Source: an optimization exercise on an open RTL-to-GDS flow (aim: small area and a short achievable clock period). Production flows keep margins and buffers that such runs may drop. At most, simulation tests tie the RTL to the original design; equivalence was not proved. No activity file was given, so power comes from the tool's default toggle rates.

==> module lab4_2, before the edit <==
module lab4_2( 
              input wire      mode,
              input wire[2:0] opCode,
              input wire[3:0] value,
              input clk,
              input reset,
              output reg[9:0] result,
              output reg cacheFull,
              output reg invalidOp,
              output reg overflow);
    reg [5:0]   mem[0:31];
    reg [31:14] memx;
    reg [9:0]  p1;      
    reg [11:0] p1x3;    
    reg [5:0]  cnt;     
    reg [4:0]  nxt;     
    reg        last;    
    reg [6:0]  cur;     
    reg [3:0]  tgt;     
    wire [2:0] cop = cur[6:4];
    wire [3:0] cv  = cur[3:0];
    wire full  = cnt[5];
    wire empty = (cnt == 6'd0);
    wire valid = (opCode[1:0] != 2'b11);
    wire store = !mode && !full && valid;
    wire exec  = mode && !empty;
    wire jump  = cop[2] & cop[1];
    function isjump;
        input [6:0] e;
        isjump = e[6] & e[5];
    endfunction
    wire [11:0] sum = result + cv + (cop[0] ? p1 : 10'd0);
    function [9:0] row;
        input [1:0] d;
        input [9:0] b;
        input [9:0] b3;
        case (d)
            2'd0: row = 10'd0;
            2'd1: row = b;
            2'd2: row = {b[8:0], 1'b0};
            default: row = b3;
        endcase
    endfunction
    wire [9:0] r0 = row(result[1:0], p1, p1x3[9:0]);
    wire [9:0] r1 = row(result[3:2], p1, p1x3[9:0]);
    wire [9:0] r2 = row(result[5:4], p1, p1x3[9:0]);
    wire [9:0] r3 = row(result[7:6], p1, p1x3[9:0]);
    wire [9:0] r4 = row(result[9:8], p1, p1x3[9:0]);
    function [1:0] fa;
        input a, b, c;
        fa = {(a & b) | (a & c) | (b & c), a ^ b ^ c};
    endfunction
    function [1:0] ha;
        input a, b;
        ha = {a & b, a ^ b};
    endfunction
    wire t1, t2, t3, t4, t5, t6, t7, t8, t9, t10, t11, t12, t13, t14, t15, t16, t17, t18, t19, t20, t21, t22, t23, t24, t25, t26, t27, t28;
    assign {t2, t1} = ha(r0[8], r1[6]);
    assign {t4, t3} = fa(r0[9], r1[7], r2[5]);
    assign {t6, t5} = ha(r0[6], r1[4]);
    assign {t8, t7} = fa(r0[7], r1[5], r2[3]);
    assign {t10, t9} = fa(t1, r2[4], r3[2]);
    assign {t12, t11} = fa(t3, r3[3], r4[1]);
    assign {t14, t13} = ha(cv[2], r0[2]);
    assign {t16, t15} = fa(cv[3], r0[3], r1[1]);
    assign {t18, t17} = fa(r0[4], r1[2], r2[0]);
    assign {t20, t19} = fa(r0[5], r1[3], r2[1]);
    assign {t22, t21} = fa(t5, r2[2], r3[0]);
    assign {t24, t23} = fa(t7, r3[1], t6);
    assign {t26, t25} = fa(t9, r4[0], t8);
    assign {t28, t27} = fa(t11, t2, t10);
    wire [9:0] mx = {t27, t25, t23, t21, t19, t17, t15, t13, cv[1], cv[0]};
    wire [9:0] my = {t26, t24, t22, t20, t18, t16, t14, r1[0], r0[1], r0[0]};
    wire mcout = t4 | t12 | t28;
    wire [10:0] plo = mx + my;
    function rowhi;
        input [1:0]  d;
        input        ge1;    
        input        ge2;    
        input        ge3;    
        case (d)
            2'd0: rowhi = 1'b0;
            2'd1: rowhi = ge1;
            2'd2: rowhi = ge2;
            default: rowhi = ge3;
        endcase
    endfunction
    wire mhi = rowhi(result[1:0], 1'b0,        p1[9],       |p1x3[11:10])
             | rowhi(result[3:2], |p1[9:8],    |p1[9:7],    |p1x3[11:8])
             | rowhi(result[5:4], |p1[9:6],    |p1[9:5],    |p1x3[11:6])
             | rowhi(result[7:6], |p1[9:4],    |p1[9:3],    |p1x3[11:4])
             | rowhi(result[9:8], |p1[9:2],    |p1[9:1],    |p1x3[11:2]);
    wire movf = plo[10] | mcout | mhi;
    wire [3:0] pop = result[0] + result[1] + result[2] + result[3] + result[4]
                   + result[5] + result[6] + result[7] + result[8] + result[9];
    wire [9:0] rev = {result[0], result[1], result[2], result[3], result[4],
                      result[5], result[6], result[7], result[8], result[9]};
    reg [9:0] nres;
    reg       novf;
    always @* begin
        case (cop[2:1])
            2'b00:   begin nres = sum[9:0]; novf = sum[11:10] != 2'd0; end
            2'b01:   begin nres = plo[9:0]; novf = movf; end
            default: begin nres = cop[0] ? rev : {6'd0, pop}; novf = 1'b0; end
        endcase
    end
    wire [5:0] tgt1  = tgt + 6'd1;
    wire [5:0] nxt1  = nxt + 6'd1;
    wire [4:0] nidx1 = last ? tgt1[4:0] : nxt1[4:0];
    wire       nlast = last ? (tgt1 == cnt) : (nxt1 == cnt);
    reg [5:0] rd;                                        
    reg       rxs;                                       
    integer k;
    always @* begin
        rd  = 6'd0;
        rxs = 1'b0;
        for (k = 0; k < 32; k = k + 1)
            rd = rd | (mem[k] & {6{last ? (tgt == k) : (nxt == k)}});
        for (k = 14; k < 32; k = k + 1)
            rxs = rxs | (memx[k] & (last ? (tgt == k) : (nxt == k)));
    end
    wire       below14 = last ? (tgt < 4'd14) : (nxt < 5'd14);
    wire       rx      = below14 ? (rd[5:1] == 5'b11111) : rxs;
    wire [6:0] rdat = rx ? {2'b10, rd[0], rd[3:0]}
                         : {rd[5] & rd[4], rd[5:4] == 2'b11 ? 2'b10 : rd[5:4], rd[3:0]};
    wire       wx    = opCode[2] & ~opCode[1];
    wire [6:0] wcode = {wx, opCode[2] ? 2'b11 : opCode[1:0],
                        wx ? {3'b111, opCode[0]} : value};
    wire [6:0] wc = {opCode, value};
    wire [3:0] tw = isjump(wc)   ? value      : 4'd0;     
    wire [3:0] te = isjump(rdat) ? rdat[3:0]  : tgt;      
    always @(posedge clk) begin
        if (store)
            mem[cnt[4:0]] <= wcode[5:0];
        for (k = 14; k < 32; k = k + 1)
            if (store && cnt[4:0] == k)
                memx[k] <= wcode[6];
        if (empty) begin
            cur <= wc;
            tgt <= tw;
        end else if (mode) begin
            cur <= rdat;
            tgt <= te;
        end
    end
    always @(posedge clk or posedge reset) begin
        if (reset) begin
            result    <= 10'd0;
            p1        <= 10'd0;
            p1x3      <= 12'd0;
            overflow  <= 1'b0;
            cacheFull <= 1'b0;
            invalidOp <= 1'b0;
            cnt       <= 6'd0;
            nxt       <= 5'd1;
            last      <= 1'b0;
        end else begin
            if (!mode) begin
                if (full)
                    cacheFull <= 1'b1;
                else begin
                    invalidOp <= !valid;
                    if (valid) begin
                        cnt  <= cnt + 6'd1;
                        last <= empty;
                    end
                end
            end else if (!empty) begin
                nxt   <= nidx1;
                last  <= nlast;
                if (!jump) begin
                    result   <= nres;
                    p1       <= result;
                    p1x3     <= {2'd0, result} + {1'b0, result, 1'b0};
                    overflow <= novf;
                end
            end
        end
    end
endmodule
==> flow/config.mk <==
export PLATFORM = sky130hd
export DESIGN_NAME = lab4_2
export DESIGN_NICKNAME = lab4_2
export VERILOG_FILES = /design/flow/design.v
export SDC_FILE = /design/flow/constraint.sdc
export NUM_CORES = 4
export LEC_CHECK = 0
export CAP_MARGIN = 20
export CORE_MARGIN = 2
export CORE_UTILIZATION = 40
export CTS_BUF_LIST = sky130_fd_sc_hd__clkbuf_8
export CTS_CLUSTER_DIAMETER = 100
export CTS_CLUSTER_SIZE = 14
export SETUP_SLACK_MARGIN = 4.1
export SLEW_MARGIN = 20
==> flow/constraint.sdc <==
create_clock -name core_clock -period 8.0 [get_ports {clk}]
set_input_delay 1.6000 -clock core_clock [delete_from_list [all_inputs] [get_ports {clk}]]
set_output_delay 1.6000 -clock core_clock [all_outputs]
set_load 0.01 [all_outputs]
run.sh (not shown) runs the stock make flow with config.mk's settings and CLKGATE_MAP_FILE= SYNTH_SCRIPT=/design/flow/synth_recipe.tcl, a recipe that flattens the netlist after the stock synthesis.
The baseline produced a clean layout.
Next try:
--- a/flow/design.v
+++ b/flow/design.v
@@ -7,15 +7,15 @@
               input reset,
               output reg[9:0] result,
               output reg cacheFull,
               output reg invalidOp,
               output reg overflow);
-    reg [5:0]   mem[0:31];
-    reg [31:14] memx;
+    reg [6:0] mem[0:31];
     reg [9:0]  p1;      
     reg [11:0] p1x3;    
     reg [5:0]  cnt;     
+    reg [3:0]  start;   
     reg [4:0]  nxt;     
     reg        last;    
     reg [6:0]  cur;     
     reg [3:0]  tgt;     
     wire [2:0] cop = cur[6:4];
@@ -103,41 +103,25 @@
             2'b00:   begin nres = sum[9:0]; novf = sum[11:10] != 2'd0; end
             2'b01:   begin nres = plo[9:0]; novf = movf; end
             default: begin nres = cop[0] ? rev : {6'd0, pop}; novf = 1'b0; end
         endcase
     end
-    wire [5:0] tgt1  = tgt + 6'd1;
-    wire [5:0] nxt1  = nxt + 6'd1;
-    wire [4:0] nidx1 = last ? tgt1[4:0] : nxt1[4:0];
-    wire       nlast = last ? (tgt1 == cnt) : (nxt1 == cnt);
-    reg [5:0] rd;                                        
-    reg       rxs;                                       
+    wire [4:0] nidx = last ? {1'b0, tgt} : nxt;        
+    wire [5:0] nidx1 = nidx + 6'd1;
+    reg [6:0] rdat;                                      
     integer k;
     always @* begin
-        rd  = 6'd0;
-        rxs = 1'b0;
+        rdat = 7'd0;
         for (k = 0; k < 32; k = k + 1)
-            rd = rd | (mem[k] & {6{last ? (tgt == k) : (nxt == k)}});
-        for (k = 14; k < 32; k = k + 1)
-            rxs = rxs | (memx[k] & (last ? (tgt == k) : (nxt == k)));
+            rdat = rdat | (mem[k] & {7{nidx == k}});
     end
-    wire       below14 = last ? (tgt < 4'd14) : (nxt < 5'd14);
-    wire       rx      = below14 ? (rd[5:1] == 5'b11111) : rxs;
-    wire [6:0] rdat = rx ? {2'b10, rd[0], rd[3:0]}
-                         : {rd[5] & rd[4], rd[5:4] == 2'b11 ? 2'b10 : rd[5:4], rd[3:0]};
-    wire       wx    = opCode[2] & ~opCode[1];
-    wire [6:0] wcode = {wx, opCode[2] ? 2'b11 : opCode[1:0],
-                        wx ? {3'b111, opCode[0]} : value};
     wire [6:0] wc = {opCode, value};
-    wire [3:0] tw = isjump(wc)   ? value      : 4'd0;     
+    wire [3:0] tw = isjump(wc)   ? value      : start;    
     wire [3:0] te = isjump(rdat) ? rdat[3:0]  : tgt;      
     always @(posedge clk) begin
         if (store)
-            mem[cnt[4:0]] <= wcode[5:0];
-        for (k = 14; k < 32; k = k + 1)
-            if (store && cnt[4:0] == k)
-                memx[k] <= wcode[6];
+            mem[cnt[4:0]] <= wc;
         if (empty) begin
             cur <= wc;
             tgt <= tw;
         end else if (mode) begin
             cur <= rdat;
@@ -151,10 +135,11 @@
             p1x3      <= 12'd0;
             overflow  <= 1'b0;
             cacheFull <= 1'b0;
             invalidOp <= 1'b0;
             cnt       <= 6'd0;
+            start     <= 4'd0;
             nxt       <= 5'd1;
             last      <= 1'b0;
         end else begin
             if (!mode) begin
                 if (full)
@@ -165,12 +150,13 @@
                         cnt  <= cnt + 6'd1;
                         last <= empty;
                     end
                 end
             end else if (!empty) begin
-                nxt   <= nidx1;
-                last  <= nlast;
+                nxt   <= nidx1[4:0];
+                last  <= (nidx1 == cnt);
+                start <= tgt;
                 if (!jump) begin
                     result   <= nres;
                     p1       <= result;
                     p1x3     <= {2'd0, result} + {1'b0, result, 1'b0};
                     overflow <= novf;
After rerunning: The changed run finished with timing, DRC and antenna clean; via count came out higher by 8.8%; design area came out higher by 5.5%; die area came out higher by 4.1%; clock-buffer cell count came out higher by 1; global-route usage came out higher by 1.7 points; total power came out higher by 7.3%; utilization came out higher by 0.13 points; routed wire length came out higher by 13%; worst setup slack improves by 0.096 ns; critical path depth came out higher by 1; register-to-register slack improves by 0.096 ns.
Function not checked in the first run of this note: the RTL went through the layout flow alone.

## separate check: timing with driven ports
In the flow no input, the clock included, has a driving cell. The finished layouts below were timed again as built, in two steps.
Step 1 (the two cells are an assumption about what drives the block):
set clk [get_ports {clk}]
set_driving_cell -lib_cell sky130_fd_sc_hd__clkbuf_16 $clk
set_driving_cell -lib_cell sky130_fd_sc_hd__buf_2 [delete_from_list [all_inputs] $clk]
Step 2 times the ports against the registers' clock, not the clock port: input delays grow and output delays shrink by t, the midpoint of the rising clock arrivals with the driver on.
a / b / c = ideal ports / drivers / drivers and shift; a / b = the first two.
run	shift t [ns]	setup slack, ns	worst register clock-pin slew, ns	worst data-port slew with drivers (ns)	pins driven straight from the clock port
the first run	0.632	3.975 / 3.975 / 3.675	0.11 / 0.11	0.03	1
the second run	0.630	4.071 / 4.071 / 3.790	0.12 / 0.12	0.04	1
After both steps every run listed still meets setup and hold. The setup slack of the first run, which loses most, moves by 0.000 ns with the drivers and by -0.300 ns with both steps.
